What follows belongs to an exercise in optimizing a design on an open flow for small area and a short achievable clock period; a production flow would make more cautious choices.
Function was checked by simulation only, so behaviour that the tests miss may differ from the original.
No activity file was given, so power comes from the tool's default toggle rates.

== yarrow ==
==> flow/design.v <==
module zero_cross 
						(input clk,
						input reset,
						input enable,
						input signed [11:0] x,
						output reg flag,
						output     flag_int    
						);
	reg s_anterior, s_atual;
	reg flag_n;
	always @ (posedge clk) begin
		if (enable) begin
			s_atual    <= x[11];
			s_anterior <= s_atual;
			flag       <= s_atual & ~s_anterior;
			flag_n     <= ~(s_atual & ~s_anterior);
		end else begin
			flag   <= 1'b0;
			flag_n <= 1'b1;
		end
	end
	assign flag_int = ~flag_n;
endmodule
module top_level (input clk,
						input reset,
						input signed [11:0] entrada,
						input amostra_pronta,
						output flag,
						output reg ctrl,
						output reg [15:0] cnt,
						output reg [15:0] contagem_final,
						output [24:0] freq
						);
	wire flag_i;    
	zero_cross  cruza_zero     (.clk(clk),
										 .reset(reset),
										 .enable(amostra_pronta),
										 .x(entrada),
										 .flag(flag),
										 .flag_int(flag_i)
										);
	function [16:0] add16;    
		input [15:0] a;
		input [15:0] b;
		input        ci;
		integer i;
		reg c;
		begin
			c = ci;
			for (i = 0; i < 16; i = i + 1) begin
				add16[i] = a[i] ^ b[i] ^ c;
				c = (a[i] & b[i]) | (c & (a[i] ^ b[i]));
			end
			add16[16] = c;
		end
	endfunction
	function [15:0] inc16;    
		input [15:0] a;
		integer i;
		reg c;
		begin
			c = 1'b1;
			for (i = 0; i < 16; i = i + 1) begin
				inc16[i] = a[i] ^ c;
				c = c & a[i];
			end
		end
	endfunction
	wire [15:0] cnt_inc = inc16(cnt);
	always @ (posedge clk) begin
		if (reset) begin
			if (flag_i) ctrl <= ~ctrl;
			if (ctrl) cnt <= cnt_inc;
			else cnt <= 16'd0;
		end else begin
			ctrl <= 1'b0;
			cnt <= 16'd0;
		end
	end
	always @ (posedge clk) begin
		if (reset) begin
			if (ctrl & flag_i) contagem_final <= cnt_inc;
		end
		else contagem_final <= 16'd0;
	end
	reg [15:0] Qb, R;
	reg [9:0]  D;
	reg [10:0] Sb;
	reg [4:0]  Eb;
	reg [6:0]  T;
	wire [11:0] m2  = {inc16({5'd0, cnt_inc[11:1]}), cnt_inc[0]};
	wire [11:0] m2n = ~m2;
	wire [16:0] t1  = add16({5'd0, R[10:0]}, {4'd0, 1'b1, Sb}, 1'b1);           
	wire        c1  = ~t1[12] & (R[15:11] == 5'd0);                             
	wire [16:0] Qbn = add16(Qb, {6'd0, D}, c1);                                 
	wire [16:0] Rn  = add16(c1 ? cnt_inc : {R[15:11], 11'd0}, {{4{t1[11]}}, t1[11:0]}, c1);
	wire [16:0] y2b = add16({3'd0, 2'b11, Sb}, {5'd0, T, 1'b0}, c1);           
	wire        c2a = ~y2b[12];
	wire [16:0] s1b = add16({4'd0, y2b[11:0]}, {4'd0, m2n}, 1'b1);             
	wire        c2b = c2a & ~s1b[11] & (cnt[15:8] == 8'd0);
	wire [16:0] s2b = add16({8'd0, s1b[7:0]}, {8'd0, m2n[7:0]}, 1'b1);         
	wire [10:0] Sbn = c2b ? {3'b111, s2b[7:0]} : (c2a ? s1b[10:0] : y2b[10:0]);
	wire [16:0] Dn  = add16({6'd0, D}, {6'd0, 4'b1111, Eb, ~c2b}, ~c2a);       
	wire [16:0] y3a = add16({9'd0, T}, {8'd0, 2'b11, Eb, ~c2b}, ~c2a);         
	wire [16:0] y3  = add16({8'd0, y3a[7:0]}, {8'd0, 3'b111, Eb}, 1'b1);       
	wire        c3  = y3[7];
	wire [16:0] Ebn = add16({11'd0, Eb}, 16'd0, c3);                            
	wire [16:0] Tn  = add16({9'd0, y3[6:0]}, {9'd0, c3 ? m2[6:0] : 7'd0}, c3);  
	always @ (posedge clk) begin
		if (cnt == 16'd42) begin
			Qb <= ~16'd45454; R <= 16'd24; D <= 10'd1010; Sb <= ~11'd4; Eb <= ~5'd21; T <= 7'd44;
		end else begin
			Qb <= Qbn[15:0]; R <= Rn[15:0]; D <= Dn[9:0]; Sb <= Sbn; Eb <= Ebn[4:0]; T <= Tn[6:0];
		end
	end
	wire        wrap = (cnt == 16'hffff);
	reg  [20:0] f_next;
	always @* begin
		f_next = wrap ? 21'd1 : {5'd0, ~Qb};
		if (cnt[15:6] == 10'd0) begin
			case (cnt[5:0])
				6'd0: f_next = 21'd2000000;
				6'd1: f_next = 21'd1000000;
				6'd2: f_next = 21'd666666;
				6'd3: f_next = 21'd500000;
				6'd4: f_next = 21'd400000;
				6'd5: f_next = 21'd333333;
				6'd6: f_next = 21'd285714;
				6'd7: f_next = 21'd250000;
				6'd8: f_next = 21'd222222;
				6'd9: f_next = 21'd200000;
				6'd10: f_next = 21'd181818;
				6'd11: f_next = 21'd166666;
				6'd12: f_next = 21'd153846;
				6'd13: f_next = 21'd142857;
				6'd14: f_next = 21'd133333;
				6'd15: f_next = 21'd125000;
				6'd16: f_next = 21'd117647;
				6'd17: f_next = 21'd111111;
				6'd18: f_next = 21'd105263;
				6'd19: f_next = 21'd100000;
				6'd20: f_next = 21'd95238;
				6'd21: f_next = 21'd90909;
				6'd22: f_next = 21'd86956;
				6'd23: f_next = 21'd83333;
				6'd24: f_next = 21'd80000;
				6'd25: f_next = 21'd76923;
				6'd26: f_next = 21'd74074;
				6'd27: f_next = 21'd71428;
				6'd28: f_next = 21'd68965;
				6'd29: f_next = 21'd66666;
				6'd30: f_next = 21'd64516;
				6'd31: f_next = 21'd62500;
				6'd32: f_next = 21'd60606;
				6'd33: f_next = 21'd58823;
				6'd34: f_next = 21'd57142;
				6'd35: f_next = 21'd55555;
				6'd36: f_next = 21'd54054;
				6'd37: f_next = 21'd52631;
				6'd38: f_next = 21'd51282;
				6'd39: f_next = 21'd50000;
				6'd40: f_next = 21'd48780;
				6'd41: f_next = 21'd47619;
				6'd42: f_next = 21'd46511;
				default: ;
			endcase
		end
	end
	reg [20:0] freq_r;
	always @ (posedge clk) begin
		if (reset) begin
			if (ctrl & flag_i) freq_r <= f_next;
		end
		else freq_r <= 21'd1;
	end
	assign freq = {4'd0, freq_r};
endmodule
export LEC_CHECK = 0
export ABC_AREA = 1
export CAP_MARGIN = 20
export CORE_MARGIN = 2
export CORE_UTILIZATION = 45
export CTS_BUF_LIST = sky130_fd_sc_hd__clkbuf_8
export SLEW_MARGIN = 20
create_clock -name core_clock -period 90.0 [get_ports {clk}]
standard.sh (not shown) runs the stock make flow with config.mk's settings and CLKGATE_MAP_FILE= SYNTH_SCRIPT=/design/flow/synth_recipe.tcl, a recipe that flattens the netlist after the stock synthesis.
==> flow/flow/run.sh <==
#!/bin/bash
# The standard layout (standard.sh) with four changes:
#  1. after the standard synthesis, its combinational logic is re-mapped by
#     flow/resyn.tcl with each ABC script in flow/abc/ (with and without the
#     standard netlist's adder cells kept), and the smallest result is used.
#     Every flip-flop keeps its instance name and cell type, which is checked,
#     and flow/equiv.ys proves the chosen netlist equivalent to the standard one
#     before the layout goes on;
#  2. the port buffers that global placement inserts are buf_1 cells;
#  3. repair_timing aims at 70.8 ns of setup slack (a 19.2 ns period) instead of 0,
#     so that it also speeds up the paths from the inputs and to the outputs,
#     by resizing cells and swapping pins only;
#  4. clock tree synthesis inserts no dummy load cells.
# Each tool's output goes to a log file of its own in this folder.
set -euo pipefail
export BUFFER_PORTS_ARGS="-buffer_cell sky130_fd_sc_hd__buf_1"
export SETUP_SLACK_MARGIN=70.8
export SETUP_MOVE_SEQUENCE="sizeup,swap"
export CTS_ARGS="-sink_clustering_enable -repair_clock_nets -buf_list sky130_fd_sc_hd__clkbuf_8 -dont_use_dummy_load"
RES=orfs/results/sky130hd/top_level/base
bash standard.sh synth > flow_1_synth.log 2>&1
cp $RES/1_2_yosys.v std_netlist.v
export LIB=$FLOW_HOME/platforms/sky130hd/lib/sky130_fd_sc_hd__tt_025C_1v80.lib
export IN_NETLIST=std_netlist.v TOP=$FLOW_TOP
export DONT_USE_LIST="$(grep -m1 '^abc -script' orfs/logs/sky130hd/top_level/base/1_2_yosys.log | grep -o -- '-dont_use [^ ]*' | sed 's/-dont_use //' | tr '\n' ' ')"
ffs() { grep -oE 'sky130_fd_sc_hd__[a-z]*df[a-z]*_[0-9]+ +[^ ]+' "$1" | sort; }
ffs std_netlist.v > std_ffs.txt
: > resyn_areas.txt
for s in flow/abc/*.abc; do
  for k in 0 1; do
    n=resyn_$(basename $s .abc)_k$k
    if ABC_SCRIPT=$s KEEP_ADDERS=$k OUT_NETLIST=$n.v OUT_STAT=$n.stat yosys -c flow/resyn.tcl > flow_2_$n.log 2>&1 \
       && ffs $n.v | cmp -s - std_ffs.txt; then
      echo "$(grep 'Chip area' $n.stat | awk '{print $NF}') $n" >> resyn_areas.txt
    fi
  done
done
sort -g resyn_areas.txt > resyn_ranked.txt
chosen=""
while read -r area n; do
  sed -e "s#LIBFILE#$LIB#" -e "s#TOPNAME#$FLOW_TOP#g" -e "s#resyn_netlist.v#$n.v#" flow/equiv.ys > equiv_$n.ys
  if yosys equiv_$n.ys > flow_3_equiv_$n.log 2>&1; then chosen=$n; break; fi
done < resyn_ranked.txt
echo "chosen: ${chosen:-standard netlist}" > flow_4_choice.log
if [[ -n "$chosen" ]]; then
  cp $chosen.v $RES/1_2_yosys.v
  rm -f $RES/1_synth.odb $RES/1_synth.sdc
fi
bash standard.sh finish > flow_5_finish.log 2>&1
==> flow/flow/abc/s6.abc <==
strash; &get -n; &deepsyn -T 60; &put; strash; &get -n; &dch -f; &nf -R 1000; &put; strash; dc2; &get -n; &dch -f; &nf -R 1000; &put; topo; buffer -N 10; dnsize -c
==> flow/flow/abc/s7.abc <==
strash; dc2; &get -n; &deepsyn -T 20 -S 2; &put; strash; &get -n; &dch -f; &nf -R 1000; &put; topo; buffer -N 10; dnsize -c
Other scripts of this flow, unchanged in this note and not shown: flow/flow/abc/s1.abc, flow/flow/abc/s2.abc, flow/flow/abc/s3.abc, flow/flow/abc/s4.abc, flow/flow/abc/s5.abc, flow/flow/equiv.ys, flow/flow/resyn.tcl
## Diff of input files: umber against yarrow
diff --git a/flow/config.mk b/flow/config.mk
--- a/flow/config.mk
+++ b/flow/config.mk
@@ -11 +11 @@
-export CORE_UTILIZATION = 45
+export CORE_UTILIZATION = 55
--- outcome ---
Compared with yarrow, umber shows met2 layer usage reported by global route higher by 10 points.
Lower wire length of the first global-routing pass was reported by umber, not yarrow.
Global-route track usage on met3 was higher in umber than in yarrow.
Compared to yarrow, umber reaches a higher achievable clock.
Run comparison: yarrow timing endpoint of the critical path freq_r[4]; umber timing endpoint of the critical path cnt[3]
On setup slack: between yarrow and umber, it ends up higher for umber.
Changes in pepper relative to umber:
diff --git a/flow/config.mk b/flow/config.mk
--- a/flow/config.mk
+++ b/flow/config.mk
@@ -11 +11 @@
-export CORE_UTILIZATION = 55
+export CORE_UTILIZATION = 65
Delta (pepper minus umber): final worst slack fell by 0.0033 ns; number of violations reported at the end of detailed-routing iteration 0 has increased; part of the total power dissipated in sequential elements went down. pepper vs umber, launch point of the critical path: reset vs cnt[3]. Any difference in clock tree cell share of total cell area between umber and pepper is small enough to ignore. pepper: flow completed, timing, DRC and antenna clean.
The following lists how lagoon was set up differently from pepper:
diff --git a/flow/flow/run.sh b/flow/flow/run.sh
--- a/flow/flow/run.sh
+++ b/flow/flow/run.sh
@@ -2 +2 @@
-# The standard layout (standard.sh) with four changes:
+# The standard layout (standard.sh) with three changes:
@@ -10,4 +10,2 @@
-#  3. repair_timing aims at 70.8 ns of setup slack (a 19.2 ns period) instead of 0,
-#     so that it also speeds up the paths from the inputs and to the outputs,
-#     by resizing cells and swapping pins only;
-#  4. clock tree synthesis inserts no dummy load cells.
+#  3. repair_timing aims at 71 ns of setup slack (a 19 ns period) instead of 0,
+#     so that it also speeds up the paths from the inputs and to the outputs.
@@ -17,3 +15 @@
-export SETUP_SLACK_MARGIN=70.8
-export SETUP_MOVE_SEQUENCE="sizeup,swap"
-export CTS_ARGS="-sink_clustering_enable -repair_clock_nets -buf_list sky130_fd_sc_hd__clkbuf_8 -dont_use_dummy_load"
+export SETUP_SLACK_MARGIN=71
diff --git a/flow/config.mk b/flow/config.mk
--- a/flow/config.mk
+++ b/flow/config.mk
@@ -11 +11 @@
-export CORE_UTILIZATION = 65
+export CORE_UTILIZATION = 70
removed: flow/flow/abc/s6.abc
removed: flow/flow/abc/s7.abc
Notes after the runs:
- Against pepper, lagoon reports a buffering overhead that is higher.
- lagoon vs pepper on first-iteration DRC count: lagoon is the lower one.
- Comparing post-synthesis net count for pepper and lagoon, the smaller number came from pepper.
- For lagoon, the startpoint of the worst setup timing path was cnt[0], unlike pepper, where it was reset.
- Compared with pepper, in lagoon clock buffer count now sits at about the same level; number of buffers inserted to repair setup after CTS shows an increase of 8; fraction of final layout cells with drive strength greater than 1 now sits higher; number of ordinary inverters in the final layout saw a decrease.
Setup changes, lagoon to delta
diff --git a/flow/flow/run.sh b/flow/flow/run.sh
--- a/flow/flow/run.sh
+++ b/flow/flow/run.sh
@@ -2 +2 @@
-# The standard layout (standard.sh) with three changes:
+# The standard layout (standard.sh) with four changes:
@@ -10,2 +10,4 @@
-#  3. repair_timing aims at 71 ns of setup slack (a 19 ns period) instead of 0,
-#     so that it also speeds up the paths from the inputs and to the outputs.
+#  3. repair_timing aims at 70.5 ns of setup slack (a 19.5 ns period) instead of 0,
+#     so that it also speeds up the paths from the inputs and to the outputs,
+#     by resizing cells and swapping pins only;
+#  4. clock tree synthesis inserts no dummy load cells.
@@ -15 +17,3 @@
-export SETUP_SLACK_MARGIN=71
+export SETUP_SLACK_MARGIN=70.5
+export SETUP_MOVE_SEQUENCE="sizeup,swap"
+export CTS_ARGS="-sink_clustering_enable -repair_clock_nets -buf_list sky130_fd_sc_hd__clkbuf_8 -dont_use_dummy_load"
diff --git a/flow/config.mk b/flow/config.mk
--- a/flow/config.mk
+++ b/flow/config.mk
@@ -11 +11 @@
-export CORE_UTILIZATION = 70
+export CORE_UTILIZATION = 55
Notes after the runs:
The number of cell rows reported for delta is greater than that of lagoon by 5.
Summary of delta over lagoon: hold slack moved down; clock network power moved down.
Diff lagoon -> delta: die extent in x now sits higher; post-detailed-routing wire length moved down; share of total power in combinational logic saw an increase.
diff inputs: delta => indigo
diff --git a/flow/flow/run.sh b/flow/flow/run.sh
--- a/flow/flow/run.sh
+++ b/flow/flow/run.sh
@@ -10 +10 @@
-#  3. repair_timing aims at 70.5 ns of setup slack (a 19.5 ns period) instead of 0,
+#  3. repair_timing aims at 70.8 ns of setup slack (a 19.2 ns period) instead of 0,
@@ -17 +17 @@
-export SETUP_SLACK_MARGIN=70.5
+export SETUP_SLACK_MARGIN=70.8
--- outcome ---
Comparing delta against indigo, there is no change at all in area after synthesis. Per the comparison of indigo with delta, buffers plus inverters on the worst setup path increased 1; time the worst path needs with I/O delays and setup decreased 0.26 ns; worst setup margin increased 0.26 ns; power essentially unchanged. Diff indigo and delta: register-to-register slack lower in delta. Clock skew in indigo is 0.0033 ns lower than in delta. indigo — number of cells on the critical path 4 lower, delta as reference. There was hardly any difference in instance count of the mapped netlist between indigo and delta. Re full die area: no difference whatsoever between delta and indigo. Summary: starting DRC count in detailed routing, indigo worse than delta.

==> port drivers added, routing unchanged <==
No port has a modelled driver above. Below, the same layouts with a new extraction and two added sets of constraints. Step 1, drivers: a clkbuf_16 drives clk and a buf_2 each remaining input, both assumed. Step 2, shift: input delay + t, output delay - t, t = (earliest + latest rising clock arrival at the registers) / 2. This alone moves slack from input paths to output paths. Three values: no drivers, after step 1, after step 2; two values: the first two.
| run | shift t [ns] | slack for setup (ns) | hold WS [ns] | slew at the worst register clock pin (ns) | worst slew at a driven data input, ns |
|---|---|---|---|---|---|
| yarrow | 0.466 | 70.751 / 70.748 / 70.282 | 0.449 / 0.449 / 0.449 | 0.08 / 0.08 | 0.05 |
| umber | 0.476 | 70.837 / 70.798 / 70.373 | 0.451 / 0.451 / 0.451 | 0.07 / 0.07 | 0.04 |
| pepper | 0.483 | 70.834 / 70.802 / 70.363 | 0.450 / 0.450 / 0.450 | 0.08 / 0.08 | 0.03 |
| lagoon | 0.493 | 70.966 / 70.932 / 70.622 | 0.442 / 0.442 / 0.442 | 0.09 / 0.09 | 0.03 |
| delta | 0.470 | 70.604 / 70.587 / 70.149 | 0.434 / 0.434 / 0.434 | 0.08 / 0.08 | 0.03 |
| indigo | 0.462 | 70.862 / 70.824 / 70.522 | 0.435 / 0.435 / 0.435 | 0.08 / 0.08 | 0.03 |
After both steps every run listed still meets setup and hold. For pepper, which loses most, drivers alone change the setup slack by -0.032 ns; drivers and shift together by -0.471 ns.
